Context: an optimization exercise on an open-source flow, tuned for small area. The choices shown serve that exercise and are no tape-out recipe.
RTL that was checked went through simulation tests only; none was proved equivalent to the original.
The clock port is modelled as an ideal driver; clocking choices that lean on that would not hold on a real chip.
Power figures rest on the tool's default switching activity, not on a simulated workload.

north:
==> module uart_baud_gen, before the edit <==
module uart_baud_gen (
    input  clk,
    input  rst,
    output baud_tick,
    output baud_tick_d      
);
reg [2:0] c8;
reg [1:0] c3;
reg [2:0] c7;
reg [4:0] c31;
always @(posedge clk) begin
    if (rst) begin
        c8  <= 3'd0;
        c3  <= 2'd3;
        c7  <= 3'b001;
        c31 <= 5'b00001;
    end else begin
        c8  <= {c8[1:0], c8[2] ^ (c8[1] | ~c8[0])};    
        c3  <= {~c3[1] & c3[0], ~(c3[1] ^ c3[0])};    
        c7  <= {c7[1:0], c7[2] ^ c7[1]};
        c31 <= {c31[3:0], c31[4] ^ c31[2]};
    end
end
assign baud_tick = (c8 == 3'd0) && (c3 == 2'd0) && (c7 == 3'b001) && (c31 == 5'b00001);
assign baud_tick_d = (c8 == 3'b001) && (c3 == 2'd1) && (c7 == 3'b010) && (c31 == 5'b00010);
endmodule
==> module uart_tx, before the edit <==
module uart_tx (
    input  wire clk,
    input  wire rst,
    input  wire baud_tick,
    input  wire baud_tick_d,
    input  wire fifo_empty,
    input  wire [7:0] fifo_data,
    output wire tx_start,
    output wire tx
);
reg [3:0] state;
reg [7:0] data;
wire idle = (state == 4'd0);
assign tx_start = idle & ~fifo_empty & baud_tick;
assign tx = state[3] ? data[state[2:0]] : (state != 4'd3);
always @(posedge clk) begin
    if (idle)
        data <= {fifo_data[5], fifo_data[6], fifo_data[3], fifo_data[7],
                 fifo_data[4], fifo_data[2], fifo_data[1], fifo_data[0]};
end
always @(posedge clk) begin
    if (rst) begin
        state <= 4'd0;
    end else begin
        case (state)
            4'd0:    if (tx_start) state <= 4'd1;
            4'd1:    state <= 4'd3;
            4'd3:    if (baud_tick_d) state <= 4'b1000;
            4'b1100: if (baud_tick_d) state <= 4'd2;
            4'd2:    if (baud_tick_d) state <= 4'd0;
            default: if (baud_tick_d) state <= {1'b1, state[1:0], state[2] ^ (state[1] | ~state[0])};
        endcase
    end
end
endmodule
==> module uart_top, before the edit <==
module uart_top (
    input  clk,
    input  rst,
    input  rx,
    output tx,
    input  tx_wr_en,
    input  [7:0] tx_wr_data,
    input  rx_rd_en,
    output reg [7:0] rx_rd_data,
    output tx_full,
    output rx_empty
);
wire baud_tick;
wire baud_tick_d;
wire tx_start;
wire tx_fifo_empty;
wire [7:0] tx_head;
wire rx_done;
wire [7:0] rx_data;
wire [7:0] rx_head;
wire rx_fifo_full;
uart_baud_gen baud_gen (
    .clk(clk),
    .rst(rst),
    .baud_tick(baud_tick),
    .baud_tick_d(baud_tick_d)
);
uart_tx tx_inst (
    .clk(clk),
    .rst(rst),
    .baud_tick(baud_tick),
    .baud_tick_d(baud_tick_d),
    .fifo_empty(tx_fifo_empty),
    .fifo_data(tx_head),
    .tx_start(tx_start),
    .tx(tx)
);
uart_rx rx_inst (
    .clk(clk),
    .rst(rst),
    .baud_tick(baud_tick),
    .rx(rx),
    .rx_data(rx_data),
    .rx_done(rx_done)
);
fifo_sync tx_fifo (
    .clk(clk),
    .rst(rst),
    .wr_en(tx_wr_en),
    .rd_en(tx_start),
    .data_in(tx_wr_data),
    .data_out(tx_head),
    .full(tx_full),
    .empty(tx_fifo_empty)
);
fifo_sync rx_fifo (
    .clk(clk),
    .rst(rst),
    .wr_en(rx_done),
    .rd_en(rx_rd_en),
    .data_in(rx_data),
    .data_out(rx_head),
    .full(rx_fifo_full),
    .empty(rx_empty)
);
always @(posedge clk) begin
    if (rx_rd_en & ~rx_empty)
        rx_rd_data <= rx_head;
end
endmodule
export LEC_CHECK = 0
export CAP_MARGIN = 5
export CORE_MARGIN = 2
export CORE_UTILIZATION = 40
export GPL_TIMING_DRIVEN = 0
export SLEW_MARGIN = 5
create_clock -name core_clock -period 20.0 [get_ports {clk}]
standard.sh (not shown) runs the stock make flow with config.mk's settings and CLKGATE_MAP_FILE= SYNTH_SCRIPT=/design/flow/synth_recipe.tcl, a recipe that flattens the netlist after the stock synthesis.
==> flow/flow/run.sh <==
#!/bin/bash
# The standard layout (standard.sh) with these changes:
#  - synthesis maps logic with an area-oriented ABC script (abc_area.script)
#    in place of ORFS's speed script; the rest of synthesis is the standard flow's own
#    script, so registers keep their names and cell types
#  - each port gets the smallest buffer, sky130_fd_sc_hd__buf_1
#  - after global placement, prebuffer.tcl gives each net with 20 or more
#    loads one buffer at the centre of its loads, before repair_design
#  - clock tree synthesis uses clkbuf_8 and no dummy loads; after it,
#    clk_resize.tcl swaps each clock buffer for a smaller clock buffer where
#    the estimated slew at its loads stays under CLK_SLEW_LIMIT_PS
# Each step's output goes to a log of its own in this folder.
set -euo pipefail
W="$(cd "$(dirname "$0")/.." && pwd)"
cd "$W"
{
  echo "proc abc {args} {"
  echo "  set i [lsearch \$args -script]"
  echo "  if {\$i >= 0} { lset args [expr {\$i + 1}] $W/flow/abc_area.script }"
  echo "  yosys abc {*}\$args"
  echo "}"
  cat synth_recipe.tcl
} > flow_synth.tcl
sed "s#SYNTH_SCRIPT=[^ ]*#SYNTH_SCRIPT=$W/flow_synth.tcl#" standard.sh > flow_standard.sh
grep -q "SYNTH_SCRIPT=$W/flow_synth.tcl" flow_standard.sh
export BUFFER_PORTS_ARGS="-buffer_cell sky130_fd_sc_hd__buf_1"
export CTS_ARGS="-sink_clustering_enable -repair_clock_nets -dont_use_dummy_load -buf_list sky130_fd_sc_hd__clkbuf_8"
R="$W/orfs/results/$FLOW_PLATFORM/uart_top/base"
bash flow_standard.sh "$R/3_3_place_gp.odb" > flow_1_to_global_place.log 2>&1
PB_RESULTS="$R" PB_MIN_FANOUT=20 openroad -no_init -exit flow/prebuffer.tcl > flow_prebuffer.log 2>&1
bash flow_standard.sh cts > flow_2_to_cts.log 2>&1
CLK_RESULTS="$R" CLK_SLEW_LIMIT_PS=118 \
  openroad -no_init -exit flow/clk_resize.tcl > flow_clk_resize.log 2>&1
bash flow_standard.sh > flow_3_to_finish.log 2>&1
Other scripts of this flow, unchanged in this note and not shown: flow/flow/abc_area.script, flow/flow/clk_resize.tcl, flow/flow/prebuffer.tcl
> inputs changed (north -> south)
==> flow/design.v, changed modules only <==
module uart_baud_gen (
    input  clk,
    input  rst,
    output baud_tick
);
reg [2:0] c8;
reg [1:0] c3;
reg [2:0] c7;
reg [4:0] c31;
always @(posedge clk) begin
    if (rst) begin
        c8  <= 3'd0;
        c3  <= 2'd3;
        c7  <= 3'b001;
        c31 <= 5'b00001;
    end else begin
        c8  <= {c8[1:0], c8[2] ^ (c8[1] | ~c8[0])};    
        c3  <= {~c3[1] & c3[0], ~(c3[1] ^ c3[0])};    
        c7  <= {c7[1:0], c7[2] ^ c7[1]};
        c31 <= {c31[3:0], c31[4] ^ c31[2]};
    end
end
assign baud_tick = (c8 == 3'd0) && (c3 == 2'd0) && (c7 == 3'b001) && (c31 == 5'b00001);
endmodule
module uart_tx (
    input  wire clk,
    input  wire rst,
    input  wire baud_tick,
    input  wire fifo_empty,
    input  wire [7:0] fifo_data,
    output wire tx_start,
    output reg  tx
);
reg [3:0] state;
reg [7:0] data;
wire idle = (state == 4'd0);
assign tx_start = idle & ~fifo_empty & baud_tick;
always @(posedge clk) begin
    if (idle)
        data <= {fifo_data[5], fifo_data[6], fifo_data[3], fifo_data[7],
                 fifo_data[4], fifo_data[2], fifo_data[1], fifo_data[0]};
end
always @(posedge clk) begin
    if (rst) begin
        state <= 4'd0;
        tx    <= 1'b1;
    end else begin
        tx <= state[3] ? data[state[2:0]] : (state != 4'd1);
        if (idle) begin
            if (tx_start)
                state <= 4'd1;
        end else if (baud_tick) begin
            case (state)
                4'd1:    state <= 4'b1000;
                4'b1100: state <= 4'd2;
                4'd2:    state <= 4'd0;
                default: state <= {1'b1, state[1:0], state[2] ^ (state[1] | ~state[0])};
            endcase
        end
    end
end
endmodule
module uart_top (
    input  clk,
    input  rst,
    input  rx,
    output tx,
    input  tx_wr_en,
    input  [7:0] tx_wr_data,
    input  rx_rd_en,
    output reg [7:0] rx_rd_data,
    output tx_full,
    output rx_empty
);
wire baud_tick;
wire tx_start;
wire tx_fifo_empty;
wire [7:0] tx_head;
wire rx_done;
wire [7:0] rx_data;
wire [7:0] rx_head;
wire rx_fifo_full;
uart_baud_gen baud_gen (
    .clk(clk),
    .rst(rst),
    .baud_tick(baud_tick)
);
uart_tx tx_inst (
    .clk(clk),
    .rst(rst),
    .baud_tick(baud_tick),
    .fifo_empty(tx_fifo_empty),
    .fifo_data(tx_head),
    .tx_start(tx_start),
    .tx(tx)
);
uart_rx rx_inst (
    .clk(clk),
    .rst(rst),
    .baud_tick(baud_tick),
    .rx(rx),
    .rx_data(rx_data),
    .rx_done(rx_done)
);
fifo_sync tx_fifo (
    .clk(clk),
    .rst(rst),
    .wr_en(tx_wr_en),
    .rd_en(tx_start),
    .data_in(tx_wr_data),
    .data_out(tx_head),
    .full(tx_full),
    .empty(tx_fifo_empty)
);
fifo_sync rx_fifo (
    .clk(clk),
    .rst(rst),
    .wr_en(rx_done),
    .rd_en(rx_rd_en),
    .data_in(rx_data),
    .data_out(rx_head),
    .full(rx_fifo_full),
    .empty(rx_empty)
);
always @(posedge clk) begin
    if (rx_rd_en & ~rx_empty)
        rx_rd_data <= rx_head;
end
endmodule
Findings:
~same height of the die in south and north
Flop count, north -> south: increased
As of south, number of instances in the synthesized netlist had fallen by a few percent compared to north.
For the routed wire length, south came in 0.79% higher than north did.
When south is measured against north, its combinational group share of total power turns out 3.1 points lower.
Cmp south and north / required time of the worst setup path / higher: north
Compared south vs north, and core box area is down in south.
Switching power in south is about 11% below north.
Compared with north, south is more frugal on power.
south vs north — average size of a mapped cell climbed by a few percent
For north, only the layout was checked, not whether the RTL still works.

==> separate check: timing with driven ports <==
Ports are ideal in the flow. The routed layouts listed here were re-timed in OpenROAD.
Step 1 sets driving cells, clkbuf_16 on the clock port and buf_2 on the other inputs (assumed; they add their load-dependent delay and slew).
Step 2 times the ports against the registers' clock, not the clock port: input delays grow and output delays shrink by t, the midpoint of the rising clock arrivals with the driver on.
Three values: ideal, step 1, step 2; two values: the first two.
run	t (ns)	slack for setup (ns)	worst setup path at the end	clock arrival spread, ns
north	0.478	13.796 / 13.811 / 13.334	input to register	0.038 / 0.037
south	0.465	13.670 / 13.679 / 13.214	input to register	0.034 / 0.034
After both steps every run listed still meets setup and hold. The setup slack of north, which loses most, moves by +0.015 ns with the drivers and by -0.462 ns with both steps.
